This is an optimization exercise on Yosys and OpenROAD, whose aim is small area and a short achievable clock period, not a production implementation.
Only simulation tests tie the RTL to the original design; equivalence was not proved.
No driver is modelled on the clock port, so clocking that relies on it looks cheaper here than on a real chip.
Power and IR drop assume default switching activity.

==> design/flow/design.v <==
module rv6_alu_top (
    input             clk,
    input      [63:0] a,
    input      [63:0] b,
    input      [ 6:0] opcode,
    input      [ 2:0] op,
    input             mod,
    output reg [63:0] alu_out
);
    reg [63:0] a_q;
    reg [63:0] b_q;
    reg [ 6:0] opcode_q;
    reg [ 2:0] op_q;
    reg        mod_q;
    wire [63:0] alu_res;
    always @(posedge clk) begin
        a_q      <= a;
        b_q      <= b;
        opcode_q <= opcode;
        op_q     <= op;
        mod_q    <= mod;
        alu_out  <= alu_res;
    end
    alu u_alu (
        .a       (a_q      ),
        .b       (b_q      ),
        .alu_out (alu_res  ),
        .opcode  (opcode_q ),
        .op      (op_q     ),
        .mod     (mod_q    )
    );
endmodule

module alu (
    input      [63:0] a,
    input      [63:0] b,
    output     [63:0] alu_out,
    input      [ 6:0] opcode,
    input      [ 2:0] op,
    input             mod
);
    wire alu_op = ~opcode[6] & opcode[4] & ~opcode[2] & opcode[1] & opcode[0];
    wire lui    = ~opcode[6] & opcode[5] & opcode[4] & ~opcode[3] & opcode[2] & opcode[1] & opcode[0];
    wire w      = opcode[3];
    wire wa     = alu_op & w;
    wire s_add  = alu_op ? (op == 3'd0) : ~lui;
    wire s_shl  = alu_op & (op == 3'd1);
    wire s_slt  = alu_op & (op[2:1] == 2'b01);
    wire s_shr  = alu_op & (op == 3'd5);
    wire s_p    = alu_op & op[2] & ~op[0];           
    wire s_g    = alu_op & op[2] & op[1];            
    wire s_lui  = ~alu_op & lui;
    wire sub = alu_op & ~op[2] & (op[1] | (~op[0] & mod & opcode[5]));
    wire [63:0] p  = a ^ b;
    wire [63:0] g  = a & b;
    wire [63:0] pa = p ^ {64{sub}};
    wire [63:0] ga = sub ? (a & ~b) : g;
    wire [64:0] c;
    alu_carry u_carry (.p(pa), .g(ga), .cin(sub), .c(c));
    wire ltu = w ? ~c[32] : ~c[64];
    wire lt  = ltu ^ (~op[0] & (w ? p[31] : p[63]));
    wire [5:0] sh = {b[5] & ~w, b[4:0]};
    wire shl = ~op[2];
    wire [63:0] a_rev;
    genvar gi;
    generate
        for (gi = 0; gi < 64; gi = gi + 1) begin : g_rev
            assign a_rev[gi] = a[63 - gi];
        end
    endgenerate
    wire [31:0] hi_src = w ? {32{mod & a[31]}} : a[63:32];
    wire [63:0] src  = shl ? a_rev : {hi_src, a[31:0]};
    wire        fill = ~shl & mod & src[63];
    wire [63:0] t0 = sh[0] ? {fill,      src[63:1]}  : src;
    wire [63:0] t1 = sh[1] ? {{ 2{fill}}, t0[63:2]}  : t0;
    wire [63:0] t2 = sh[2] ? {{ 4{fill}}, t1[63:4]}  : t1;
    wire [63:0] t3 = sh[3] ? {{ 8{fill}}, t2[63:8]}  : t2;
    wire [63:0] t4 = sh[4] ? {{16{fill}}, t3[63:16]} : t3;
    wire [63:0] R  = sh[5] ? {{32{fill}}, t4[63:32]} : t4;
    wire [63:0] R_rev;
    generate
        for (gi = 0; gi < 64; gi = gi + 1) begin : g_rrev
            assign R_rev[gi] = R[63 - gi];
        end
    endgenerate
    wire [63:0] o = ({64{s_shl}} & R_rev)
                  | ({64{s_shr}} & R)
                  | ({64{s_p}} & p)
                  | ({64{s_g}} & g)
                  | ({64{s_lui}} & b)
                  | {63'b0, s_slt & lt};
    wire [63:0] r1 = o | ({64{s_add}} & ~pa);    
    wire [63:0] r0 = o | ({64{s_add}} &  pa);    
    wire [63:0] r  = c[63:0] & r1 | ~c[63:0] & r0;
    wire [31:0] hi = wa ? (c[31] ? {32{r1[31]}} : {32{r0[31]}}) : r[63:32];
    assign alu_out = {hi, r[31:0]};
endmodule
module alu_carry (input [63:0] p, g, input cin, output [64:0] c);
    wire g0_0 = g[0] | (p[0] & cin);
    wire g1_1 = g[1] | (p[1] & g0_0);
    wire p1_1 = p[1] & p[0];
    wire g1_3 = g[3] | (p[3] & g[2]);
    wire p1_3 = p[3] & p[2];
    wire g1_5 = g[5] | (p[5] & g[4]);
    wire p1_5 = p[5] & p[4];
    wire g1_7 = g[7] | (p[7] & g[6]);
    wire p1_7 = p[7] & p[6];
    wire g1_9 = g[9] | (p[9] & g[8]);
    wire p1_9 = p[9] & p[8];
    wire g1_11 = g[11] | (p[11] & g[10]);
    wire p1_11 = p[11] & p[10];
    wire g1_13 = g[13] | (p[13] & g[12]);
    wire p1_13 = p[13] & p[12];
    wire g1_15 = g[15] | (p[15] & g[14]);
    wire p1_15 = p[15] & p[14];
    wire g1_17 = g[17] | (p[17] & g[16]);
    wire p1_17 = p[17] & p[16];
    wire g1_19 = g[19] | (p[19] & g[18]);
    wire p1_19 = p[19] & p[18];
    wire g1_21 = g[21] | (p[21] & g[20]);
    wire p1_21 = p[21] & p[20];
    wire g1_23 = g[23] | (p[23] & g[22]);
    wire p1_23 = p[23] & p[22];
    wire g1_25 = g[25] | (p[25] & g[24]);
    wire p1_25 = p[25] & p[24];
    wire g1_27 = g[27] | (p[27] & g[26]);
    wire p1_27 = p[27] & p[26];
    wire g1_29 = g[29] | (p[29] & g[28]);
    wire p1_29 = p[29] & p[28];
    wire g1_31 = g[31] | (p[31] & g[30]);
    wire p1_31 = p[31] & p[30];
    wire g1_33 = g[33] | (p[33] & g[32]);
    wire p1_33 = p[33] & p[32];
    wire g1_35 = g[35] | (p[35] & g[34]);
    wire p1_35 = p[35] & p[34];
    wire g1_37 = g[37] | (p[37] & g[36]);
    wire p1_37 = p[37] & p[36];
    wire g1_39 = g[39] | (p[39] & g[38]);
    wire p1_39 = p[39] & p[38];
    wire g1_41 = g[41] | (p[41] & g[40]);
    wire p1_41 = p[41] & p[40];
    wire g1_43 = g[43] | (p[43] & g[42]);
    wire p1_43 = p[43] & p[42];
    wire g1_45 = g[45] | (p[45] & g[44]);
    wire p1_45 = p[45] & p[44];
    wire g1_47 = g[47] | (p[47] & g[46]);
    wire p1_47 = p[47] & p[46];
    wire g1_49 = g[49] | (p[49] & g[48]);
    wire p1_49 = p[49] & p[48];
    wire g1_51 = g[51] | (p[51] & g[50]);
    wire p1_51 = p[51] & p[50];
    wire g1_53 = g[53] | (p[53] & g[52]);
    wire p1_53 = p[53] & p[52];
    wire g1_55 = g[55] | (p[55] & g[54]);
    wire p1_55 = p[55] & p[54];
    wire g1_57 = g[57] | (p[57] & g[56]);
    wire p1_57 = p[57] & p[56];
    wire g1_59 = g[59] | (p[59] & g[58]);
    wire p1_59 = p[59] & p[58];
    wire g1_61 = g[61] | (p[61] & g[60]);
    wire p1_61 = p[61] & p[60];
    wire g1_63 = g[63] | (p[63] & g[62]);
    wire p1_63 = p[63] & p[62];
    wire g2_3 = g1_3 | (p1_3 & g1_1);
    wire p2_3 = p1_3 & p1_1;
    wire g2_7 = g1_7 | (p1_7 & g1_5);
    wire p2_7 = p1_7 & p1_5;
    wire g2_11 = g1_11 | (p1_11 & g1_9);
    wire p2_11 = p1_11 & p1_9;
    wire g2_15 = g1_15 | (p1_15 & g1_13);
    wire p2_15 = p1_15 & p1_13;
    wire g2_19 = g1_19 | (p1_19 & g1_17);
    wire p2_19 = p1_19 & p1_17;
    wire g2_23 = g1_23 | (p1_23 & g1_21);
    wire p2_23 = p1_23 & p1_21;
    wire g2_27 = g1_27 | (p1_27 & g1_25);
    wire p2_27 = p1_27 & p1_25;
    wire g2_31 = g1_31 | (p1_31 & g1_29);
    wire p2_31 = p1_31 & p1_29;
    wire g2_35 = g1_35 | (p1_35 & g1_33);
    wire p2_35 = p1_35 & p1_33;
    wire g2_39 = g1_39 | (p1_39 & g1_37);
    wire p2_39 = p1_39 & p1_37;
    wire g2_43 = g1_43 | (p1_43 & g1_41);
    wire p2_43 = p1_43 & p1_41;
    wire g2_47 = g1_47 | (p1_47 & g1_45);
    wire p2_47 = p1_47 & p1_45;
    wire g2_51 = g1_51 | (p1_51 & g1_49);
    wire p2_51 = p1_51 & p1_49;
    wire g2_55 = g1_55 | (p1_55 & g1_53);
    wire p2_55 = p1_55 & p1_53;
    wire g2_59 = g1_59 | (p1_59 & g1_57);
    wire p2_59 = p1_59 & p1_57;
    wire g2_63 = g1_63 | (p1_63 & g1_61);
    wire p2_63 = p1_63 & p1_61;
    wire g3_7 = g2_7 | (p2_7 & g2_3);
    wire p3_7 = p2_7 & p2_3;
    wire g3_15 = g2_15 | (p2_15 & g2_11);
    wire p3_15 = p2_15 & p2_11;
    wire g3_23 = g2_23 | (p2_23 & g2_19);
    wire p3_23 = p2_23 & p2_19;
    wire g3_31 = g2_31 | (p2_31 & g2_27);
    wire p3_31 = p2_31 & p2_27;
    wire g3_39 = g2_39 | (p2_39 & g2_35);
    wire p3_39 = p2_39 & p2_35;
    wire g3_47 = g2_47 | (p2_47 & g2_43);
    wire p3_47 = p2_47 & p2_43;
    wire g3_55 = g2_55 | (p2_55 & g2_51);
    wire p3_55 = p2_55 & p2_51;
    wire g3_63 = g2_63 | (p2_63 & g2_59);
    wire p3_63 = p2_63 & p2_59;
    wire g4_15 = g3_15 | (p3_15 & g3_7);
    wire p4_15 = p3_15 & p3_7;
    wire g4_31 = g3_31 | (p3_31 & g3_23);
    wire p4_31 = p3_31 & p3_23;
    wire g4_47 = g3_47 | (p3_47 & g3_39);
    wire p4_47 = p3_47 & p3_39;
    wire g4_63 = g3_63 | (p3_63 & g3_55);
    wire p4_63 = p3_63 & p3_55;
    wire g5_31 = g4_31 | (p4_31 & g4_15);
    wire p5_31 = p4_31 & p4_15;
    wire g5_63 = g4_63 | (p4_63 & g4_47);
    wire p5_63 = p4_63 & p4_47;
    wire g6_63 = g5_63 | (p5_63 & g5_31);
    wire p6_63 = p5_63 & p5_31;
    wire g7_47 = g4_47 | (p4_47 & g5_31);
    wire p7_47 = p4_47 & p5_31;
    wire g8_23 = g3_23 | (p3_23 & g4_15);
    wire p8_23 = p3_23 & p4_15;
    wire g8_39 = g3_39 | (p3_39 & g5_31);
    wire p8_39 = p3_39 & p5_31;
    wire g8_55 = g3_55 | (p3_55 & g7_47);
    wire p8_55 = p3_55 & p7_47;
    wire g9_11 = g2_11 | (p2_11 & g3_7);
    wire p9_11 = p2_11 & p3_7;
    wire g9_19 = g2_19 | (p2_19 & g4_15);
    wire p9_19 = p2_19 & p4_15;
    wire g9_27 = g2_27 | (p2_27 & g8_23);
    wire p9_27 = p2_27 & p8_23;
    wire g9_35 = g2_35 | (p2_35 & g5_31);
    wire p9_35 = p2_35 & p5_31;
    wire g9_43 = g2_43 | (p2_43 & g8_39);
    wire p9_43 = p2_43 & p8_39;
    wire g9_51 = g2_51 | (p2_51 & g7_47);
    wire p9_51 = p2_51 & p7_47;
    wire g9_59 = g2_59 | (p2_59 & g8_55);
    wire p9_59 = p2_59 & p8_55;
    wire g10_5 = g1_5 | (p1_5 & g2_3);
    wire p10_5 = p1_5 & p2_3;
    wire g10_9 = g1_9 | (p1_9 & g3_7);
    wire p10_9 = p1_9 & p3_7;
    wire g10_13 = g1_13 | (p1_13 & g9_11);
    wire p10_13 = p1_13 & p9_11;
    wire g10_17 = g1_17 | (p1_17 & g4_15);
    wire p10_17 = p1_17 & p4_15;
    wire g10_21 = g1_21 | (p1_21 & g9_19);
    wire p10_21 = p1_21 & p9_19;
    wire g10_25 = g1_25 | (p1_25 & g8_23);
    wire p10_25 = p1_25 & p8_23;
    wire g10_29 = g1_29 | (p1_29 & g9_27);
    wire p10_29 = p1_29 & p9_27;
    wire g10_33 = g1_33 | (p1_33 & g5_31);
    wire p10_33 = p1_33 & p5_31;
    wire g10_37 = g1_37 | (p1_37 & g9_35);
    wire p10_37 = p1_37 & p9_35;
    wire g10_41 = g1_41 | (p1_41 & g8_39);
    wire p10_41 = p1_41 & p8_39;
    wire g10_45 = g1_45 | (p1_45 & g9_43);
    wire p10_45 = p1_45 & p9_43;
    wire g10_49 = g1_49 | (p1_49 & g7_47);
    wire p10_49 = p1_49 & p7_47;
    wire g10_53 = g1_53 | (p1_53 & g9_51);
    wire p10_53 = p1_53 & p9_51;
    wire g10_57 = g1_57 | (p1_57 & g8_55);
    wire p10_57 = p1_57 & p8_55;
    wire g10_61 = g1_61 | (p1_61 & g9_59);
    wire p10_61 = p1_61 & p9_59;
    wire g11_2 = g[2] | (p[2] & g1_1);
    wire p11_2 = p[2] & p1_1;
    wire g11_4 = g[4] | (p[4] & g2_3);
    wire p11_4 = p[4] & p2_3;
    wire g11_6 = g[6] | (p[6] & g10_5);
    wire p11_6 = p[6] & p10_5;
    wire g11_8 = g[8] | (p[8] & g3_7);
    wire p11_8 = p[8] & p3_7;
    wire g11_10 = g[10] | (p[10] & g10_9);
    wire p11_10 = p[10] & p10_9;
    wire g11_12 = g[12] | (p[12] & g9_11);
    wire p11_12 = p[12] & p9_11;
    wire g11_14 = g[14] | (p[14] & g10_13);
    wire p11_14 = p[14] & p10_13;
    wire g11_16 = g[16] | (p[16] & g4_15);
    wire p11_16 = p[16] & p4_15;
    wire g11_18 = g[18] | (p[18] & g10_17);
    wire p11_18 = p[18] & p10_17;
    wire g11_20 = g[20] | (p[20] & g9_19);
    wire p11_20 = p[20] & p9_19;
    wire g11_22 = g[22] | (p[22] & g10_21);
    wire p11_22 = p[22] & p10_21;
    wire g11_24 = g[24] | (p[24] & g8_23);
    wire p11_24 = p[24] & p8_23;
    wire g11_26 = g[26] | (p[26] & g10_25);
    wire p11_26 = p[26] & p10_25;
    wire g11_28 = g[28] | (p[28] & g9_27);
    wire p11_28 = p[28] & p9_27;
    wire g11_30 = g[30] | (p[30] & g10_29);
    wire p11_30 = p[30] & p10_29;
    wire g11_32 = g[32] | (p[32] & g5_31);
    wire p11_32 = p[32] & p5_31;
    wire g11_34 = g[34] | (p[34] & g10_33);
    wire p11_34 = p[34] & p10_33;
    wire g11_36 = g[36] | (p[36] & g9_35);
    wire p11_36 = p[36] & p9_35;
    wire g11_38 = g[38] | (p[38] & g10_37);
    wire p11_38 = p[38] & p10_37;
    wire g11_40 = g[40] | (p[40] & g8_39);
    wire p11_40 = p[40] & p8_39;
    wire g11_42 = g[42] | (p[42] & g10_41);
    wire p11_42 = p[42] & p10_41;
    wire g11_44 = g[44] | (p[44] & g9_43);
    wire p11_44 = p[44] & p9_43;
    wire g11_46 = g[46] | (p[46] & g10_45);
    wire p11_46 = p[46] & p10_45;
    wire g11_48 = g[48] | (p[48] & g7_47);
    wire p11_48 = p[48] & p7_47;
    wire g11_50 = g[50] | (p[50] & g10_49);
    wire p11_50 = p[50] & p10_49;
    wire g11_52 = g[52] | (p[52] & g9_51);
    wire p11_52 = p[52] & p9_51;
    wire g11_54 = g[54] | (p[54] & g10_53);
    wire p11_54 = p[54] & p10_53;
    wire g11_56 = g[56] | (p[56] & g8_55);
    wire p11_56 = p[56] & p8_55;
    wire g11_58 = g[58] | (p[58] & g10_57);
    wire p11_58 = p[58] & p10_57;
    wire g11_60 = g[60] | (p[60] & g9_59);
    wire p11_60 = p[60] & p9_59;
    wire g11_62 = g[62] | (p[62] & g10_61);
    wire p11_62 = p[62] & p10_61;
    assign c[0] = cin;
    assign c[1] = g0_0;
    assign c[2] = g1_1;
    assign c[3] = g11_2;
    assign c[4] = g2_3;
    assign c[5] = g11_4;
    assign c[6] = g10_5;
    assign c[7] = g11_6;
    assign c[8] = g3_7;
    assign c[9] = g11_8;
    assign c[10] = g10_9;
    assign c[11] = g11_10;
    assign c[12] = g9_11;
    assign c[13] = g11_12;
    assign c[14] = g10_13;
    assign c[15] = g11_14;
    assign c[16] = g4_15;
    assign c[17] = g11_16;
    assign c[18] = g10_17;
    assign c[19] = g11_18;
    assign c[20] = g9_19;
    assign c[21] = g11_20;
    assign c[22] = g10_21;
    assign c[23] = g11_22;
    assign c[24] = g8_23;
    assign c[25] = g11_24;
    assign c[26] = g10_25;
    assign c[27] = g11_26;
    assign c[28] = g9_27;
    assign c[29] = g11_28;
    assign c[30] = g10_29;
    assign c[31] = g11_30;
    assign c[32] = g5_31;
    assign c[33] = g11_32;
    assign c[34] = g10_33;
    assign c[35] = g11_34;
    assign c[36] = g9_35;
    assign c[37] = g11_36;
    assign c[38] = g10_37;
    assign c[39] = g11_38;
    assign c[40] = g8_39;
    assign c[41] = g11_40;
    assign c[42] = g10_41;
    assign c[43] = g11_42;
    assign c[44] = g9_43;
    assign c[45] = g11_44;
    assign c[46] = g10_45;
    assign c[47] = g11_46;
    assign c[48] = g7_47;
    assign c[49] = g11_48;
    assign c[50] = g10_49;
    assign c[51] = g11_50;
    assign c[52] = g9_51;
    assign c[53] = g11_52;
    assign c[54] = g10_53;
    assign c[55] = g11_54;
    assign c[56] = g8_55;
    assign c[57] = g11_56;
    assign c[58] = g10_57;
    assign c[59] = g11_58;
    assign c[60] = g9_59;
    assign c[61] = g11_60;
    assign c[62] = g10_61;
    assign c[63] = g11_62;
    assign c[64] = g6_63;
endmodule
==> design/flow/run.sh <==
#!/bin/bash
# synth_recipe.tcl (not shown) runs the flow's synth.tcl, then flattens the netlist and writes it again
# the make line also repeats each setting of config.mk as NAME=value (left out here)
make -C /OpenROAD-flow-scripts/flow DESIGN_CONFIG=/design/flow/config.mk WORK_HOME=/design/flow/orfs CLKGATE_MAP_FILE= SYNTH_SCRIPT=/design/flow/synth_recipe.tcl finish
==> design/flow/config.mk <==
export PLATFORM = sky130hd
export DESIGN_NAME = rv6_alu_top
export DESIGN_NICKNAME = rv6_alu_top
export VERILOG_FILES = /design/flow/design.v
export SDC_FILE = /design/flow/constraint.sdc
export NUM_CORES = 4
export LEC_CHECK = 0
export ABC_AREA = 1
export CAP_MARGIN = 20
export CORE_MARGIN = 2
export CORE_UTILIZATION = 30
export SETUP_SLACK_MARGIN = 2
export SLEW_MARGIN = 20
==> design/flow/constraint.sdc <==
create_clock -name core_clock -period 5.5 [get_ports {clk}]
set_input_delay 1.1000 -clock core_clock [delete_from_list [all_inputs] [get_ports {clk}]]
set_output_delay 1.1000 -clock core_clock [all_outputs]
set_load 0.01 [all_outputs]
==> results.json, run 1 <==
{
  "place.gp.congestion": 1.08,
  "dr.first_iter.drc_count": 2148,
  "ant_nets": 0,
  "crit_end": "alu_out[45]",
  "dr.pass1.iters": 7,
  "vias": 19256,
  "period_minus_slack_ns": 3.39,
  "p_leak_nw": 10.1,
  "maxSlewViolCount": 0,
  "clockBufferDepth": 3,
  "drc": 0,
  "dieWidth_um": 242,
  "drv_cap": 0,
  "core_area_um2": 56100,
  "htree_levels": 1,
  "grt_usage_pct": 25.9,
  "clk_pin_slew_ns": 0.06,
  "r2r_end": "alu_out[45]",
  "overflow": 0,
  "dp_hpwl_um": 60000,
  "r2r_cells": 16,
  "ys.flop_type": "dfxtp_1",
  "avgSynthCellArea_um2": 6.28,
  "clock_skew_ns": 0.0237,
  "antenna_found_initial": 5,
  "status": "complete, no violations",
  "powerDensity_nw_per_um2": 241,
  "period_share_pct": 61.7,
  "relSlewSlack_pct": 36.8,
  "die_area_um2": 58300,
  "cts_tree": "built",
  "final.setup.tns_ns": 0,
  "worstPathRequired_ns": 6.00,
  "worstMarginPinSlew_ns": 0.947,
  "cp-start-kind": "flop",
  "viasPerCell": 5.34,
  "ir_drop_uv": 221,
  "fin_nets": 3096,
  "synth_xor_area_share_pct": 3.62,
  "cts_sinks": 203,
  "ys_seq_area_share_pct": 24.0,
  "yosys.area_share.simple_pct": 32.5,
  "syn-instance-count": 2694,
  "rows": 87,
  "drt-total-wl_um": 79500,
  "die_h_um": 242,
  "ioPinCount": 204,
  "initial_utilization_pct": 30.2,
  "root_buffer": "clkbuf_16",
  "finalHoldViolations": 0,
  "yosysWarnings": 1,
  "syn2layout_area_growth_pct": 24.6,
  "path_class": "flop to flop",
  "worstPathArrival_ns": 3.89,
  "synth_top_family_by_area": "simple AND/OR/NAND/NOR gates",
  "cp_max_fo": 17,
  "yosysUniqueCellTypes": 55,
  "synthMuxAreaShare_pct": 1.83,
  "ys_seq_elements": 203,
  "grt_pass1_wl_um": 115000,
  "grt_pass1_vias": 17623,
  "grt_max_degree": 73,
  "final_cell_mix": "nand2_1, o21ai_0, inv_1",
  "clock_latency_ns": 0.57,
  "r2r_start": "mod_q",
  "place.port_buffers": 203,
  "numCtsBuffers": 23,
  "hold-worst-slack_ns": 0.521,
  "syn_area_um2": 16900,
  "rsz0062_at_grt": "yes",
  "layout_commonest_cell": "nand2_1",
  "synth_fp_nets": 2961,
  "whs_path_depth": 2,
  "min_path_type": "flop to flop",
  "synth_compound_area_share_pct": 18.7,
  "synth-edff-count": 0,
  "ys_async_sr_fraction_pct": 0,
  "setup_viol_count_final": 0,
  "critPathLaunch": "mod_q",
  "rrSetupSlack_ns": 2.11,
  "end_kind": "flop",
  "timing.fmax_ghz": 0.295,
  "synth_fa_ha_area_share_pct": 9.39,
  "drive_above_1_share_pct": 8.57,
  "wl_per_cell_um": 22.1
}
==> synth_stat cells (12+ instances only) <==
| cell type | n | area share, % |
|---|---|---|
| nand2_1 | 874 | 19 |
| o2111ai_1 | 26 | 1.3 |
| buf_1 | 43 | 0.95 |
| or2_2 | 17 | 0.63 |
| o21ai_0 | 250 | 7.4 |
| xor2_1 | 19 | 0.98 |
| dfxtp_1 | 203 | 24 |
| nor2_1 | 141 | 3.1 |
| o211ai_1 | 19 | 0.84 |
| nand4_1 | 36 | 1.3 |
| xnor2_1 | 25 | 1.3 |
| nand3_1 | 219 | 6.5 |
| o21ai_1 | 16 | 0.47 |
| ha_1 | 127 | 9.4 |
| inv_1 | 229 | 5.1 |
| o22ai_1 | 41 | 1.5 |
| a21oi_1 | 115 | 3.4 |
| nor3_1 | 12 | 0.35 |
| buf_6 | 12 | 0.80 |
| clkbuf_1 | 85 | 1.9 |
| a221oi_1 | 15 | 0.78 |
| mux2i_1 | 31 | 1.8 |
| buf_2 | 19 | 0.56 |
==> layer usage <==
metal	routed length, µm	share of wire [%]	track usage [%]	vias to the layer above
li1	-	-	-	9197
met1	32100	40	32.5	8799
met2	34100	43	40.5	1007
met3	7190	9.0	5.18	249
met4	6020	7.6	16.8	4
met5	28	0.035	0	-
==> logic make-up (layout without fill, tap and decap cells) <==
group / count (synthesis) / after routing
muxes: 31 / 31
AOI/OAI and AO/OA: 546 / 546
other: 0 / 3
xor gates and xnor gates: 58 / 58
adders and majority gates: 127 / 127
DFF: 203 / 203
buffers and inverters: 406 / 555
and+or+nand+nor: 1323 / 1326
==> worst min path at each step <==
stage	start	to	slack [ns]
after detailed placement	b_q[12]	alu_out[12]	0.52
after global placement	b_q[12]	alu_out[12]	0.53
final	b_q[12]	alu_out[12]	0.52
after global routing	b_q[12]	alu_out[12]	0.56
after CTS	b_q[12]	alu_out[12]	0.53
after floorplan	b_q[24]	alu_out[24]	0.46
==> registers in the layout (all words and copies together), names as in the netlist <==
register and cells:
a_q 64, opcode_q 7, b_q 64, mod_q 1, op_q 3, alu_out 64
==> critical path, stage by stage (launching register included) <==
cell,delay (ns)
dfxtp_2,0.36
clkinvlp_4,0.25
o21ai_4,0.31
buf_12,0.19
nand2_1,0.07
nand3_1,0.07
o21ai_0,0.13
mux2i_1,0.34
o21ai_0,0.18
o21ai_0,0.42
nand2_1,0.17
nand3_1,0.23
nand3_1,0.16
nand3_1,0.16
o21bai_1,0.16
nand2_1,0.07
nand2_1,0.06
==> metrics by stage <==
stage | total power [mW] | instances | worst slack [ns] | area, µm² | util, %
floorplan | 2.66 | 2694 | 2.15 | 16900 | -
global placement | 3.36 | 3528 | 1.45 | 19500 | 34.8
detailed placement | 3.35 | 3528 | 1.35 | 19500 | 34.8
CTS | 5.04 | 3583 | 2.00 | 20600 | 36.7
global route | 5.36 | 3602 | 1.95 | 21100 | 37.6
finish | 5.08 | 3605 | 2.11 | 21100 | 37.6
==> area by class of cell <==
class	instances	area [µm²]
antenna	3	7.51
clock buffer	32	649
clock inverter	10	156
fill	6120	35000
inverter	241	918
multi-input combinational	2088	11500
sequential	203	4080
tap	756	946
timing repair buffer	271	2820
timing repair inverter	1	5.00
==> power by group <==
group / internal (mW) / switching (mW) / total, mW
combinational: 0.664 / 1.01 / 1.68
sequential: 1.62 / 0.138 / 1.76
clock: 0.977 / 0.669 / 1.65
==> repair_timing <==
| action | 4_1_cts | 5_1_grt |
|---|---|---|
| hold buffers | 0 | 0 |
| cloned | 5 | 7 |
| pin swaps | 2 | 14 |
| gates resized for setup | 18 | 94 |
| endpoints found under the setup margin | 54 | 49 |
| setup buffers | 8 | 12 |
==> inputs of run 2 (changes only) <==
==> design/flow/flow/run.sh (new file) <==
#!/bin/bash
# The standard layout, except that the port buffers are buf_1 cells
# instead of the delay buffers buffer_ports picks by itself.
set -euo pipefail
export BUFFER_PORTS_ARGS="-buffer_cell sky130_fd_sc_hd__buf_1"
bash standard.sh > standard_flow.log 2>&1
==> design/flow/standard.sh (new file) <==
#!/bin/bash
# synth_recipe.tcl (not shown) runs the flow's synth.tcl, then flattens the netlist and writes it again
# the make line also repeats each setting of config.mk as NAME=value (left out here)
make -C /OpenROAD-flow-scripts/flow DESIGN_CONFIG=/design/flow/config.mk WORK_HOME=/design/flow/orfs CLKGATE_MAP_FILE= SYNTH_SCRIPT=/design/flow/synth_recipe.tcl "${@:-finish}"
removed: design/flow/run.sh
==> results.json, run 2 <==
{
  "status": "complete, no violations",
  "dr.pass1.iters": 7,
  "drive_above_1_share_pct": 9.23,
  "ir_drop_uv": 206,
  "place.gp.congestion": 1.09,
  "synth.most_common_cell": "nand2_1",
  "grt_usage_pct": 26.1,
  "period_share_pct": 63.3,
  "grt_pass1_vias": 17842,
  "drt-total-wl_um": 80400,
  "numCtsBuffers": 23,
  "rsz0062_at_grt": "yes",
  "final.setup.tns_ns": 0,
  "vias": 19544,
  "viasPerCell": 5.40,
  "min_path_type": "flop to flop",
  "yosys-top-cells-count": "nand2_1, o21ai_0, inv_1, nand3_1, dfxtp_1",
  "synth_top_area_cell": "dfxtp_1",
  "wl_per_cell_um": 22.2,
  "ant_nets": 0,
  "critPathTopFamily": "compound AO/OA/AOI/OAI gates",
  "worstPathArrival_ns": 3.99,
  "grt_max_degree": 71,
  "critPathLaunch": "a_q[31]",
  "drc": 0,
  "setup_viol_count_final": 0,
  "ys_seq_area_share_pct": 24.0,
  "ys.flop_type": "dfxtp_1",
  "synth_top_area_share_pct": 24.0,
  "yosysWarnings": 1,
  "timing.fmax_ghz": 0.287,
  "path_class": "flop to flop",
  "root_buffer": "clkbuf_16",
  "clk_pin_slew_ns": 0.07,
  "place.port_buffers": 203,
  "cpPeakStageDelay_ns": 0.41,
  "synth_area_leaders": "dfxtp_1, nand2_1, ha_1",
  "clockBufferDepth": 3,
  "cts_sinks": 203,
  "hp-start": "b_q[12]",
  "clock_skew_ns": 0.0338,
  "finalHoldViolations": 0,
  "final_cell_mix": "nand2_1, inv_1, o21ai_0",
  "crit_buf_inv": 4,
  "p_leak_nw": 9.55,
  "period_minus_slack_ns": 3.48,
  "cpMostUsedCell": "nand2_1",
  "path_cells": "clkinvlp_4, o21ai_4, buf_4, nand2_1, nor2_1, inv_1, nand2_1, inv_1, a21oi_1, o21ai_0, a21oi_2, nand2_1, nand3_1, a21oi_1, o21ai_1, nand2_1, nand2_1",
  "dieWidth_um": 242,
  "rows": 87,
  "ys_seq_elements": 203,
  "slowest_stage": "a21oi_1",
  "dr.first_iter.drc_count": 2504,
  "final_area_um2": 20000,
  "powerDensity_nw_per_um2": 245,
  "top_regs": "a_q (64), alu_out (64), b_q (64)",
  "fin_util_pct": 35.6,
  "htree_levels": 1,
  "yosysUniqueCellTypes": 55,
  "hold-worst-slack_ns": 0.526,
  "core_area_um2": 56100,
  "die_area_um2": 58300,
  "syn_area_um2": 16900,
  "grt_pass1_wl_um": 115000,
  "relSlewSlack_pct": 29.8,
  "initial_utilization_pct": 30.2,
  "dp_hpwl_um": 59600,
  "cts_tree": "built",
  "place_area_um2": 18200,
  "maxSlewViolCount": 0,
  "syn-instance-count": 2694,
  "syn2layout_area_growth_pct": 18.0,
  "end_kind": "flop",
  "layout_commonest_cell": "nand2_1",
  "avgSynthCellArea_um2": 6.28,
  "ioPinCount": 204,
  "cp_max_fo": 6,
  "clock_latency_ns": 0.58,
  "die_h_um": 242,
  "ys_async_sr_fraction_pct": 0,
  "worstMarginPinSlew_ns": 1.05,
  "synth-edff-count": 0,
  "overflow": 0,
  "place_ws_ns": 1.43,
  "synth_fp_nets": 2961,
  "drv_cap": 0,
  "r2r_start": "a_q[31]",
  "fin_nets": 3111,
  "setup_ws_ns": 2.02,
  "worstPathRequired_ns": 6.01,
  "cp-start-kind": "flop",
  "antenna_found_initial": 2,
  "hold_buffers": 0
}
[run 2: where the power goes]
part	leakage [nW]	total [mW]	switching, mW	internal, mW
sequential	1.71	1.76	0.137	1.62
clock	0.379	1.60	0.685	0.917
combinational	7.46	1.53	1.03	0.504
total	9.55	4.89	1.85	3.04
[run 2: metal layers]
layer	track usage, %	part of all wire (%)
met5	0	0.016
met4	19.4	8.4
met3	4.62	9.7
met2	39.8	43
met1	32.9	39
[run 2: path summary, 6_finish.rpt]
kind / to / slack, ns / cells after the start
setup / recovery: alu_out[62] / 2.02 / 17
hold / removal: alu_out[12] / 0.53 / 2
setup reg to reg: alu_out[62] / 2.02 / 17
hold reg to reg: alu_out[12] / 0.53 / 2
[run 2: cells by family (layout without fill, tap and decap cells)]
| kind of cell | count (synthesis) | count (layout) | synth area share (%) |
|---|---|---|---|
| compound gates | 546 | 548 | 18.7 |
| simple gates | 1323 | 1328 | 32.5 |
| other cells | 0 | 2 | 0 |
| xor+xnor | 58 | 58 | 3.62 |
| flops | 203 | 203 | 24.0 |
| buf+inv | 406 | 566 | 9.97 |
| fa+ha+maj | 127 | 127 | 9.39 |
| mux | 31 | 31 | 1.83 |
[run 2: final cells by class]
type | instances | area (µm²)
fill | 6205 | 36100
multi-input combinational | 2092 | 11600
sequential | 203 | 4080
timing repair buffer | 282 | 1640
tap | 756 | 946
inverter | 241 | 936
clock buffer | 28 | 624
clock inverter | 14 | 161
timing repair inverter | 1 | 7.51
antenna | 2 | 5.00
[run 2: worst register-to-register path: stages (launching register included)]
cell        delay (ns)
dfxtp_2           0.39
clkinvlp_4        0.23
o21ai_4           0.21
buf_4             0.19
nand2_1           0.08
nor2_1            0.08
inv_1             0.13
nand2_1           0.24
inv_1             0.17
a21oi_1           0.41
o21ai_0           0.24
a21oi_2           0.34
nand2_1           0.16
nand3_1           0.15
a21oi_1           0.05
o21ai_1           0.16
nand2_1           0.09
nand2_1           0.08
[run 2: repair_timing]
action,in CTS,in global routing
pin swaps,4,22
endpoints found under the setup margin,51,53
setup buffers,10,27
hold endpoints to repair,0,0
gates cloned,6,8
resized for setup,21,107
[run 2: metrics by stage]
step | cells | power [mW]
final | 3619 | 4.89
after global routing | 3617 | 5.15
after CTS | 3582 | 4.82
after detailed placement | 3524 | 3.17
after global placement | 3524 | 3.19
after floorplan | 2694 | 2.66
==> inputs of run 3 (changes only) <==
--- a/design/flow/design.v
+++ b/design/flow/design.v
@@ -53,11 +53,13 @@
     wire sub = alu_op & ~op[2] & (op[1] | (~op[0] & mod & opcode[5]));
     wire [63:0] p  = a ^ b;
     wire [63:0] g  = a & b;
+    wire [63:0] gs = a & ~b;
+    wire [64:0] ca, cs;
+    alu_carry u_cadd (.p(p),  .g(g),  .cin(1'b0), .c(ca));
+    alu_carry u_csub (.p(~p), .g(gs), .cin(1'b1), .c(cs));
+    wire [64:0] c  = sub ? cs : ca;
     wire [63:0] pa = p ^ {64{sub}};
-    wire [63:0] ga = sub ? (a & ~b) : g;
-    wire [64:0] c;
-    alu_carry u_carry (.p(pa), .g(ga), .cin(sub), .c(c));
-    wire ltu = w ? ~c[32] : ~c[64];
+    wire ltu = w ? ~cs[32] : ~cs[64];
     wire lt  = ltu ^ (~op[0] & (w ? p[31] : p[63]));
     wire [5:0] sh = {b[5] & ~w, b[4:0]};
     wire shl = ~op[2];
@@ -76,15 +78,20 @@
     wire [63:0] t2 = sh[2] ? {{ 4{fill}}, t1[63:4]}  : t1;
     wire [63:0] t3 = sh[3] ? {{ 8{fill}}, t2[63:8]}  : t2;
     wire [63:0] t4 = sh[4] ? {{16{fill}}, t3[63:16]} : t3;
-    wire [63:0] R  = sh[5] ? {{32{fill}}, t4[63:32]} : t4;
-    wire [63:0] R_rev;
+    wire e0 = s_shr & ~sh[5];
+    wire e1 = s_shr &  sh[5];
+    wire e2 = s_shl & ~sh[5];
+    wire e3 = s_shl &  sh[5];
+    wire [63:0] sh_res;
     generate
-        for (gi = 0; gi < 64; gi = gi + 1) begin : g_rrev
-            assign R_rev[gi] = R[63 - gi];
+        for (gi = 0; gi < 32; gi = gi + 1) begin : g_sl
+            assign sh_res[gi] = e0 & t4[gi] | e1 & t4[gi + 32] | e2 & t4[63 - gi];
+        end
+        for (gi = 32; gi < 64; gi = gi + 1) begin : g_sh
+            assign sh_res[gi] = e0 & t4[gi] | e1 & fill | e2 & t4[63 - gi] | e3 & t4[95 - gi];
         end
     endgenerate
-    wire [63:0] o = ({64{s_shl}} & R_rev)
-                  | ({64{s_shr}} & R)
+    wire [63:0] o = sh_res
                   | ({64{s_p}} & p)
                   | ({64{s_g}} & g)
                   | ({64{s_lui}} & b)
--- a/design/flow/config.mk
+++ b/design/flow/config.mk
@@ -9,5 +9,5 @@
 export CAP_MARGIN = 20
 export CORE_MARGIN = 2
 export CORE_UTILIZATION = 30
-export SETUP_SLACK_MARGIN = 2
+export SETUP_SLACK_MARGIN = 2.5
 export SLEW_MARGIN = 20
==> results.json, run 3 <==
{
  "place.port_buffers": 203,
  "initial_utilization_pct": 30.4,
  "viasPerCell": 5.69,
  "synth.most_common_cell": "nand2_1",
  "dp_hpwl_um": 69200,
  "place_area_um2": 19600,
  "path_class": "flop to flop",
  "finalHoldViolations": 0,
  "relSlewSlack_pct": 34.3,
  "period_share_pct": 56.4,
  "cts_sinks": 203,
  "overflow": 0,
  "powerDensity_nw_per_um2": 237,
  "worstPathArrival_ns": 3.53,
  "die_area_um2": 63300,
  "final_area_um2": 21800,
  "vias": 21914,
  "yosysWarnings": 1,
  "maxSlewViolCount": 0,
  "combPwrFrac_pct": 32.9,
  "slowest_stage": "a311oi_1",
  "ys.flop_type": "dfxtp_1",
  "p_leak_nw": 9.98,
  "synth_area_leaders": "dfxtp_1, nand3_1, nand2_1",
  "ys_async_sr_fraction_pct": 0,
  "dr.first_iter.drc_count": 2734,
  "ir_drop_uv": 233,
  "pwr-share-seq_pct": 33.9,
  "fin_nets": 3316,
  "period_minus_slack_ns": 3.10,
  "die_h_um": 252,
  "clock_latency_ns": 0.58,
  "worstMarginPinSlew_ns": 0.984,
  "dieWidth_um": 252,
  "yosysUniqueCellTypes": 71,
  "place.gp.congestion": 1.07,
  "final_cell_mix": "nand2_1, nand3_1, inv_1",
  "numCtsBuffers": 25,
  "rrSetupSlack_ns": 2.40,
  "drv_cap": 0,
  "htree_levels": 1,
  "synth_top_area_cell": "dfxtp_1",
  "synth-edff-count": 0,
  "drt-total-wl_um": 93700,
  "cp-start-kind": "flop",
  "final.setup.tns_ns": 0,
  "p_int_mw": 3.17,
  "syn2layout_area_growth_pct": 18.6,
  "syn_area_um2": 18400,
  "cts_tree": "built",
  "hold_buffers": 0,
  "rows": 90,
  "root_buffer": "clkbuf_16",
  "core_area_um2": 60500,
  "hold-worst-slack_ns": 0.606,
  "wl_per_cell_um": 24.3,
  "rsz0062_at_grt": "yes",
  "grt_max_degree": 66,
  "ioPinCount": 204,
  "ys_seq_elements": 203,
  "cpPeakStageDelay_ns": 0.56,
  "avgSynthCellArea_um2": 6.36,
  "drc": 0,
  "ant_nets": 0,
  "syn-instance-count": 2891,
  "top_regs": "a_q (64), alu_out (64), b_q (64)",
  "dr.pass1.iters": 9,
  "p_clk_share_pct": 33.2,
  "status": "complete, no violations",
  "crit_buf_inv": 4,
  "antenna_found_initial": 3,
  "clockBufferDepth": 3,
  "switching_share_pct": 38.8,
  "n_fill_cell": 6670,
  "grt_pass1_wl_um": 133000,
  "end_kind": "flop",
  "setup_viol_count_final": 0,
  "drive_above_1_share_pct": 13.5,
  "critPathTopFamily": "compound AO/OA/AOI/OAI gates",
  "path_cells": "nand2_1, nor3_4, buf_4, nand2_4, clkinv_1, nand2_2, nor2_2, clkinvlp_4, buf_4, o22ai_1, a21oi_1, o21ai_0, a311oi_1, o21ai_0",
  "synth_fp_nets": 3159,
  "clock_skew_ns": 0.0312,
  "min_path_type": "input port to flop",
  "timing.fmax_ghz": 0.322,
  "layout_commonest_cell": "nand2_1",
  "grt_pass1_vias": 19818,
  "clk_pin_slew_ns": 0.07,
  "ys_seq_area_share_pct": 22.1,
  "worstPathRequired_ns": 5.93,
  "synth_top_area_share_pct": 22.1,
  "yosys-top-cells-count": "nand2_1, nand3_1, inv_1, dfxtp_1, o21ai_0",
  "grt_usage_pct": 28.2,
  "cp_max_fo": 13,
  "switchingPower_mw": 2.01
}
run 3: cell count changes after synthesis, sizes merged, moves of 27 or more:
| cell | delta |
|---|---|
| nand3 | +280 |
| nand2 | -207 |
| inv | +78 |
| o211ai | +63 |
| buf | +43 |
| clkbuf | -37 |
| mux2i | -27 |
run 3: final cells by class:
| class | count | area, µm² | share of cell area (%) |
|---|---|---|---|
| multi-input cells | 2203 | 12900 | 59.1 |
| repair buffers | 295 | 1700 | 7.78 |
| inverters | 319 | 1240 | 5.70 |
| repair inverters | 1 | 7.51 | 0.0344 |
| clock buffers | 31 | 678 | 3.11 |
| diodes | 1 | 2.50 | 0.0115 |
| well taps | 782 | 978 | 4.49 |
| clock inverters | 15 | 165 | 0.758 |
| flip-flops and latches | 203 | 4140 | 19.0 |
run 3: final timing paths:
path,from,end,depth (start not counted)
min reg2reg,b_q[29],alu_out[29],2
min,b[20],b_q[20],1
max reg2reg,opcode_q[1],alu_out[19],14
max,opcode_q[1],alu_out[19],14
run 3: kinds of logic after synthesis:
logic type | count (synthesis) | share of synthesized area (%)
compound gates | 621 | 20.5
mux | 4 | 0.218
flops | 203 | 22.1
buf+inv | 490 | 11.7
xor+xnor | 33 | 1.57
fa+ha+maj | 128 | 8.71
simple gates | 1412 | 35.1
run 3: routing by layer:
layer | vias to the layer above | routed length [µm] | part of all wire [%] | global-route usage (%)
met5 | - | 12 | 0.013 | 0
met4 | 2 | 7430 | 7.9 | 17.6
met3 | 314 | 9830 | 10 | 5.33
met2 | 1346 | 39600 | 42 | 43.1
met1 | 10097 | 36800 | 39 | 36.6
li1 | 10155 | - | - | -
run 3: what timing repair did:
action	in CTS	in global routing
endpoints found under the setup margin	64	51
resized for setup	91	123
pin swaps	6	16
buffers inserted	24	17
gates cloned	9	3
run 3: power by group through the flow:
stage	clock, mW	combinational, mW	sequential (mW)
final	1.72	1.70	1.76
after global routing	1.83	1.85	1.76
after CTS	1.78	1.59	1.75
after detailed placement	0	1.52	1.79
after global placement	0	1.52	1.79
after floorplan	0	1.02	1.76
run 3: through the flow:
stage / setup slack (ns) / cells / power (mW) / util, %
after global routing: 2.36 / 3849 / 5.44 / 36.0
after global placement: 1.80 / 3750 / 3.31 / 32.4
after floorplan: 2.51 / 2891 / 2.77 / -
final: 2.40 / 3850 / 5.18 / 36.0
after CTS: 2.50 / 3829 / 5.12 / 35.0
after detailed placement: 1.85 / 3750 / 3.30 / 32.4
==> inputs of run 4 (changes only) <==
--- a/design/flow/config.mk
+++ b/design/flow/config.mk
@@ -9,5 +9,7 @@
 export CAP_MARGIN = 20
 export CORE_MARGIN = 2
 export CORE_UTILIZATION = 30
+export CTS_CLUSTER_DIAMETER = 100
+export CTS_CLUSTER_SIZE = 30
 export SETUP_SLACK_MARGIN = 2.5
 export SLEW_MARGIN = 20
==> results.json, run 4 <==
{
  "status": "complete, no violations",
  "critPathTopFamily": "simple AND/OR/NAND/NOR gates",
  "clock_latency_ns": 0.56,
  "worstPathArrival_ns": 3.44,
  "p_clk_share_pct": 29.3,
  "cpPeakStageDelay_ns": 0.40,
  "timing.fmax_ghz": 0.332,
  "fin_util_pct": 36.2,
  "slowest_stage": "dfxtp_4",
  "wl_per_cell_um": 24.4,
  "vias": 21866,
  "r2r_cells": 13,
  "dieWidth_um": 252,
  "clock_skew_ns": 0.0343,
  "cp_max_fo": 11,
  "synth_xor_area_share_pct": 1.57,
  "relSlewSlack_pct": 33.5,
  "synth-edff-count": 0,
  "final.setup.tns_ns": 0,
  "ys_seq_elements": 203,
  "synth_top_area_share_pct": 22.1,
  "core_area_um2": 60500,
  "clk_pin_slew_ns": 0.10,
  "combPwrFrac_pct": 35.2,
  "grt_max_degree": 66,
  "synth_top_area_cell": "dfxtp_1",
  "place_ws_ns": 1.85,
  "worstMarginPinSlew_ns": 0.997,
  "grt_usage_pct": 28.2,
  "cts_sinks": 203,
  "clockBufferDepth": 3,
  "rrSetupSlack_ns": 2.49,
  "hold_buffers": 0,
  "setup_ws_ns": 2.49,
  "root_buffer": "clkbuf_16",
  "maxSlewViolCount": 0,
  "ir_drop_uv": 309,
  "cpMostUsedCell": "nand3_1",
  "p_int_mw": 2.89,
  "hp-start": "b_q[29]",
  "overflow": 0,
  "grt_pass1_wl_um": 132000,
  "yosysUniqueCellTypes": 71,
  "place.port_buffers": 203,
  "pwr-share-seq_pct": 35.5,
  "dr.pass1.iters": 6,
  "switchingPower_mw": 2.04,
  "yosys-top-cells-count": "nand2_1, nand3_1, inv_1, dfxtp_1, o21ai_0",
  "synth_compound_area_share_pct": 20.5,
  "cp-start-kind": "flop",
  "drt-total-wl_um": 93800,
  "r2r_end": "alu_out[1]",
  "drive_above_1_share_pct": 14.1,
  "avgSynthCellArea_um2": 6.36,
  "rows": 90,
  "syn2layout_area_growth_pct": 19.0,
  "htree_levels": 1,
  "synth_area_leaders": "dfxtp_1, nand3_1, nand2_1",
  "syn-instance-count": 2891,
  "ys_async_sr_fraction_pct": 0,
  "yosys.area_share.simple_pct": 35.1,
  "whs_path_depth": 2,
  "grt_pass1_vias": 19852,
  "synthMuxAreaShare_pct": 0.218,
  "ys_seq_area_share_pct": 22.1,
  "switching_share_pct": 41.3,
  "p_leak_nw": 9.97,
  "n_fill_cell": 6648,
  "ioPinCount": 204,
  "die_area_um2": 63300,
  "setup_viol_count_final": 0,
  "end_kind": "flop",
  "initial_utilization_pct": 30.4,
  "period_minus_slack_ns": 3.01,
  "min_path_type": "flop to flop",
  "top_regs": "a_q (64), alu_out (64), b_q (64)",
  "finalHoldViolations": 0,
  "ant_nets": 0,
  "layout_commonest_cell": "nand2_1",
  "powerDensity_nw_per_um2": 225,
  "dp_hpwl_um": 69200,
  "path_cells": "nand2_4, nand2_8, buf_4, nand3_1, o21ai_1, o211ai_1, nand3_1, nand3_1, nand3_1, nand2_1, o21ai_0, inv_1, nand4_1",
  "viasPerCell": 5.69,
  "crit_buf_inv": 2,
  "antenna_found_initial": 1,
  "synth_fp_nets": 3159,
  "rsz0062_at_grt": "yes",
  "die_h_um": 252,
  "r2r_start": "a_q[31]",
  "cts_tree": "built",
  "synth_top_family_by_area": "simple AND/OR/NAND/NOR gates",
  "ys.flop_type": "dfxtp_1",
  "finalPower_mw": 4.93,
  "fin_nets": 3319,
  "drc": 0,
  "dr.first_iter.drc_count": 2649,
  "syn_area_um2": 18400,
  "hold-worst-slack_ns": 0.570,
  "numCtsBuffers": 16,
  "period_share_pct": 54.8,
  "min_to": "alu_out[29]",
  "drv_cap": 0,
  "insertedDiodeCount": 0,
  "final_cell_mix": "nand2_1, nand3_1, inv_1",
  "synth_fa_ha_area_share_pct": 8.71,
  "synth.most_common_cell": "nand2_1",
  "yosysWarnings": 1,
  "place.gp.congestion": 1.07,
  "path_class": "flop to flop",
  "worstPathRequired_ns": 5.93
}
==> run 4: area by class of cell <==
type | count | area [µm²] | area share [%]
clock inverter | 9 | 241 | 1.10
multi-input combinational | 2203 | 13000 | 59.2
timing repair inverter | 2 | 16.3 | 0.0744
sequential | 203 | 4160 | 19.0
timing repair buffer | 306 | 1820 | 8.31
inverter | 319 | 1250 | 5.73
tap | 782 | 978 | 4.47
clock buffer | 19 | 443 | 2.03
==> run 4: cells by family after synthesis <==
family          count (synthesis)
compound gates                621
xor+xnor                       33
fa+ha+maj                     128
buf+inv                       490
flops                         203
mux                             4
simple gates                 1412
==> run 4: power groups by stage <==
| stage | Clock, mW | Combinational (mW) | Sequential, mW |
|---|---|---|---|
| after global routing | 1.54 | 1.88 | 1.76 |
| after CTS | 1.49 | 1.60 | 1.75 |
| after global placement | 0 | 1.52 | 1.79 |
| final | 1.44 | 1.74 | 1.75 |
| after floorplan | 0 | 1.02 | 1.76 |
| after detailed placement | 0 | 1.52 | 1.79 |
==> run 4: worst max path at each step <==
stage / start / to / slack (ns) / cells after the start
5_1_grt: b_q[5] / alu_out[0] / 2.44 / 21
4_1_cts: a_q[29] / alu_out[0] / 2.45 / 18
6_report: a_q[31] / alu_out[1] / 2.49 / 13
3_3_place_gp: b_q[0] / alu_out[52] / 1.80 / 21
3_5_place_dp: b_q[2] / alu_out[0] / 1.85 / 23
2_1_floorplan: b_q[2] / alu_out[32] / 2.51 / 29
==> run 4: per-stage QoR <==
step	cells	cell area, µm²
6_report	3843	21900
5_1_grt	3843	21900
4_1_cts	3815	21000
3_5_place_dp	3750	19600
3_3_place_gp	3750	19600
2_1_floorplan	2891	18400
==> run 4: metal layers <==
metal  part of all wire (%)  wire length [µm]  track usage [%]
met2                     43             40500             43.9
met1                     39             36800             36.2
met5                      0                 0                0
met3                     11              9940             5.58
met4                    7.1              6640             16.3
==> run 4: timing repair <==
item                                   CTS  global route
pin swaps                                9            32
setup endpoints to repair               64            52
endpoints found under the hold margin    0             0
cloned                                   9             4
setup buffers                           28            24
gates resized for setup                 92           168
==> run 4: tightest hold or removal path: stages, from the launching register on <==
cell and delay, ns:
dfxtp_2 0.36, nand2_1 0.05, nand4_1 0.12
==> inputs of run 5 (changes only) <==
==> design/flow/flow/run.sh (replaced) <==
#!/bin/bash
# The standard layout with two changes:
#  - the port buffers are buf_1 cells instead of the delay buffers that
#    buffer_ports picks by itself;
#  - after clock tree synthesis, flow/skew.tcl gives the result registers
#    (alu_out, the endpoint of every register-to-register path) a later
#    clock through a chain of three extra buffers, and timing repair then runs once
#    after global routing with that skew in place.
set -euo pipefail
here=$(pwd)
export BUFFER_PORTS_ARGS="-buffer_cell sky130_fd_sc_hd__buf_1"
export SKIP_CTS_REPAIR_TIMING=1
export POST_CTS_TCL="$here/flow/skew.tcl"
bash standard.sh > standard_flow.log 2>&1
==> design/flow/flow/skew.tcl (new file) <==
# Useful skew for the register-to-register paths: the result registers
# (alu_out) get their clock through extra buffers, later than the input
# registers, since every internal path ends at them.
# buffers from the clock tree's leaf net down to the registers; the last
# one drives the registers
set skew_cells {sky130_fd_sc_hd__clkbuf_2 sky130_fd_sc_hd__clkbuf_2 sky130_fd_sc_hd__clkbuf_8}
if { [info exists ::env(SKEW_CELLS)] } { set skew_cells $::env(SKEW_CELLS) }
set stages [llength $skew_cells]
set block [ord::get_db_block]
array set groups {}
foreach inst [$block getInsts] {
  if { [string match {alu_out*} [$inst getName]] } {
    set it [$inst findITerm CLK]
    if { $it == "NULL" } { continue }
    set net [$it getNet]
    if { $net == "NULL" } { puts "skew: [$inst getName] has no CLK net"; continue }
    lappend groups([$net getName]) $inst
  }
}
set k 0
foreach netname [array names groups] {
  set insts $groups($netname)
  set sx 0; set sy 0; set pins {}
  foreach inst $insts {
    set bb [$inst getBBox]
    set sx [expr {$sx + ([$bb xMin] + [$bb xMax]) / 2}]
    set sy [expr {$sy + ([$bb yMin] + [$bb yMax]) / 2}]
  }
  foreach pin [get_pins -of_objects [get_nets $netname]] {
    set nm [get_full_name $pin]
    if { [string match {alu_out*} $nm] && [string match {*/CLK} $nm] } { lappend pins $pin }
  }
  set n [llength $insts]
  set cx [expr {$sx / $n / 1000.0}]
  set cy [expr {$sy / $n / 1000.0}]
  set cur $netname
  for { set s 0 } { $s < $stages } { incr s } {
    insert_buffer -buffer_cell [lindex $skew_cells $s] -net [get_nets $cur] -load_pins $pins \
      -location [list $cx $cy] -buffer_name skewbuf_${k}_$s -net_name skewclk_${k}_$s
    set cur [get_full_name [get_nets -of_objects [lindex $pins 0]]]
    [$block findNet $cur] setSigType CLOCK
  }
  incr k
}
puts "skew: $k groups, $stages stages"
detailed_placement
check_placement -verbose
--- a/design/flow/config.mk
+++ b/design/flow/config.mk
@@ -6,10 +6,10 @@
 export NUM_CORES = 4
 export LEC_CHECK = 0
 export ABC_AREA = 1
-export CAP_MARGIN = 20
+export CAP_MARGIN = 40
 export CORE_MARGIN = 2
 export CORE_UTILIZATION = 30
 export CTS_CLUSTER_DIAMETER = 100
 export CTS_CLUSTER_SIZE = 30
-export SETUP_SLACK_MARGIN = 2.5
-export SLEW_MARGIN = 20
+export SETUP_SLACK_MARGIN = 3
+export SLEW_MARGIN = 40
==> results.json, run 5 <==
{
  "synth_top_area_cell": "dfxtp_1",
  "initial_utilization_pct": 30.4,
  "yosysWarnings": 1,
  "final.setup.tns_ns": 0,
  "status": "complete, no violations",
  "p_leak_nw": 10.5,
  "cts_sinks": 203,
  "dr.first_iter.drc_count": 3161,
  "finalHoldViolations": 0,
  "multi_input_area_um2": 13200,
  "critPathLaunch": "opcode_q[1]",
  "fin_util_pct": 38.0,
  "place.gp.congestion": 1.10,
  "rows": 90,
  "syn_area_um2": 18400,
  "grt_pass1_vias": 19663,
  "viasPerCell": 5.75,
  "layout_commonest_cell": "nand2_1",
  "place.port_buffers": 203,
  "worstMarginPinSlew_ns": 1.02,
  "powerDensity_nw_per_um2": 239,
  "path_class": "flop to flop",
  "maxSlewViolCount": 0,
  "period_share_pct": 48.0,
  "pwr-share-seq_pct": 32.3,
  "grt_usage_pct": 26.9,
  "switchingPower_mw": 2.26,
  "cp_max_fo": 18,
  "ys_seq_elements": 203,
  "drv_cap": 0,
  "worstPathArrival_ns": 3.39,
  "dr.pass1.iters": 10,
  "synth_area_leaders": "dfxtp_1, nand3_1, nand2_1",
  "avgSynthCellArea_um2": 6.36,
  "synth_top_area_share_pct": 22.1,
  "yosysUniqueCellTypes": 71,
  "period_minus_slack_ns": 2.64,
  "r2r_start": "opcode_q[1]",
  "synth.most_common_cell": "nand2_1",
  "yosys-top-cells-count": "nand2_1, nand3_1, inv_1, dfxtp_1, o21ai_0",
  "fin_nets": 3368,
  "hp-start": "b_q[29]",
  "dieWidth_um": 252,
  "grt_max_degree": 80,
  "ioPinCount": 204,
  "timing.fmax_ghz": 0.379,
  "n_fill_cell": 6449,
  "worstPathRequired_ns": 6.26,
  "setup_viol_count_final": 0,
  "cp-start-kind": "flop",
  "switching_share_pct": 41.1,
  "ant_nets": 0,
  "ys.flop_type": "dfxtp_1",
  "drc": 0,
  "relSlewSlack_pct": 32.2,
  "drive_above_1_share_pct": 19.6,
  "wl_per_cell_um": 24.5,
  "vias": 22389,
  "die_h_um": 252,
  "top_regs": "a_q (64), alu_out (64), b_q (64)",
  "drt-total-wl_um": 95400,
  "final_cell_mix": "nand2_1, nand3_1, inv_1",
  "clk_pin_slew_ns": 0.10,
  "end_kind": "flop",
  "min_path_type": "flop to flop",
  "clock_latency_ns": 0.92,
  "rsz0062_at_grt": "yes",
  "ys_async_sr_fraction_pct": 0,
  "die_area_um2": 63300,
  "antenna_found_initial": 2,
  "regArea_um2": 4230,
  "overflow": 0,
  "synth-edff-count": 0,
  "p_int_mw": 3.24,
  "syn-instance-count": 2891,
  "core_area_um2": 60500,
  "synth_fp_nets": 3159,
  "grt_pass1_wl_um": 127000,
  "cts_tree": "built",
  "syn2layout_area_growth_pct": 24.9,
  "p_clk_share_pct": 34.3,
  "ir_drop_uv": 247,
  "clock_skew_ns": 0.403,
  "combPwrFrac_pct": 33.3,
  "ys_seq_area_share_pct": 22.1,
  "dp_hpwl_um": 68100
}
-- run 5: cell counts after synthesis --
Identical to the previous run, type by type.
-- run 5: power by group through the flow --
stage	logic (mW)	clock network (mW)	registers, mW
floorplan	1.03	0	1.76
global placement	1.51	0	1.80
detailed placement	1.51	0	1.79
global route	1.97	1.99	1.78
finish	1.83	1.89	1.77
-- run 5: path summary, 6_finish.rpt --
kind | depth (start not counted) | end | slack (ns)
max reg2reg | 16 | alu_out[33] | 2.86
min reg2reg | 2 | alu_out[29] | 0.23
max | 16 | alu_out[33] | 2.86
min | 2 | alu_out[29] | 0.23
-- run 5: per-stage QoR --
stage | worst slack [ns] | area (µm²) | cells | total power, mW | hold slack, ns
2_1_floorplan | 2.75 | 18500 | 2891 | 2.78 | 0.477
5_1_grt | 2.81 | 23000 | 3893 | 5.74 | 0.234
3_5_place_dp | 1.58 | 19600 | 3744 | 3.30 | 0.600
3_3_place_gp | 1.63 | 19600 | 3742 | 3.31 | 0.596
6_report | 2.86 | 23000 | 3894 | 5.49 | 0.229
-- run 5: layer usage --
metal  up-vias  GRT usage (%)  part of all wire (%)
met3       349           5.39                    12
met5         -              0                 0.014
met2      1488           40.8                    42
li1      10257              -                     -
met1     10293           34.8                    38
met4         2           17.1                   8.1
-- run 5: area by class of cell, without the clock buffers --
class                           count  share of cell area [%]
Sequential cell                   203                    18.4
Antenna cell                        1                  0.0109
Tap cell                          782                    4.26
Multi-Input combinational cell   2202                    57.5
Inverter                          319                    5.55
Clock inverter                     13                    1.35
Timing Repair Buffer              325                    9.95
Timing Repair inverter              2                  0.0763
-- run 5: worst max-delay path, stage by stage, from the launching register on --
cell and delay, ns:
dfxtp_1 0.31, nand2_1 0.10, nor3_4 0.05, buf_4 0.16, nand2_2 0.15, clkinv_1 0.12
nand2_2 0.12, nor2_1 0.08, nand2_2 0.13, nor2_1 0.11, inv_2 0.10, buf_12 0.16
o21ai_0 0.12, a221oi_2 0.36, nand4_1 0.28, o21ai_0 0.37, nand2_2 0.07
-- run 5: cells by family after synthesis --
kind of cell / after synthesis / synth area share (%)
fa+ha+maj: 128 / 8.71
xor+xnor: 33 / 1.57
flops: 203 / 22.1
compound gates: 621 / 20.5
buf+inv: 490 / 11.7
mux: 4 / 0.218
simple gates: 1412 / 35.1

==> what the ideal ports hide <==
The results above use ideal ports. As a check the final layouts listed here were re-extracted and re-timed, cells and wires unchanged. Step 1 assumes that a clkbuf_16 drives the clock port and a buf_2 every other input. Step 2, shift: input delay + t, output delay - t, t = (earliest + latest rising clock arrival at the registers) / 2. This alone moves slack from input paths to output paths. Three values: ideal ports, drivers, drivers and shift; two values: the first two.
run	t, ns	setup slack, ns	hold WS [ns]	latest minus earliest clock arrival (ns)	worst slew at a driven data input, ns	cell pins on the clock port's net
run 1	0.617	2.107 / 2.107 / 2.107	0.521 / 0.521 / 0.521	0.024 / 0.024	0.06	1
run 2	0.619	2.019 / 2.019 / 2.019	0.526 / 0.526 / 0.526	0.034 / 0.033	0.05	1
run 3	0.633	2.398 / 2.398 / 2.398	0.606 / 0.561 / 0.633	0.031 / 0.032	0.06	1
run 4	0.605	2.486 / 2.486 / 2.486	0.570 / 0.570 / 0.570	0.034 / 0.034	0.06	1
run 5	0.784	2.862 / 2.862 / 2.862	0.229 / 0.229 / 0.229	0.403 / 0.403	0.06	1
In run 5 the clock reaches the registers at very different times; t lies between them, and the last value is a rough guide only.
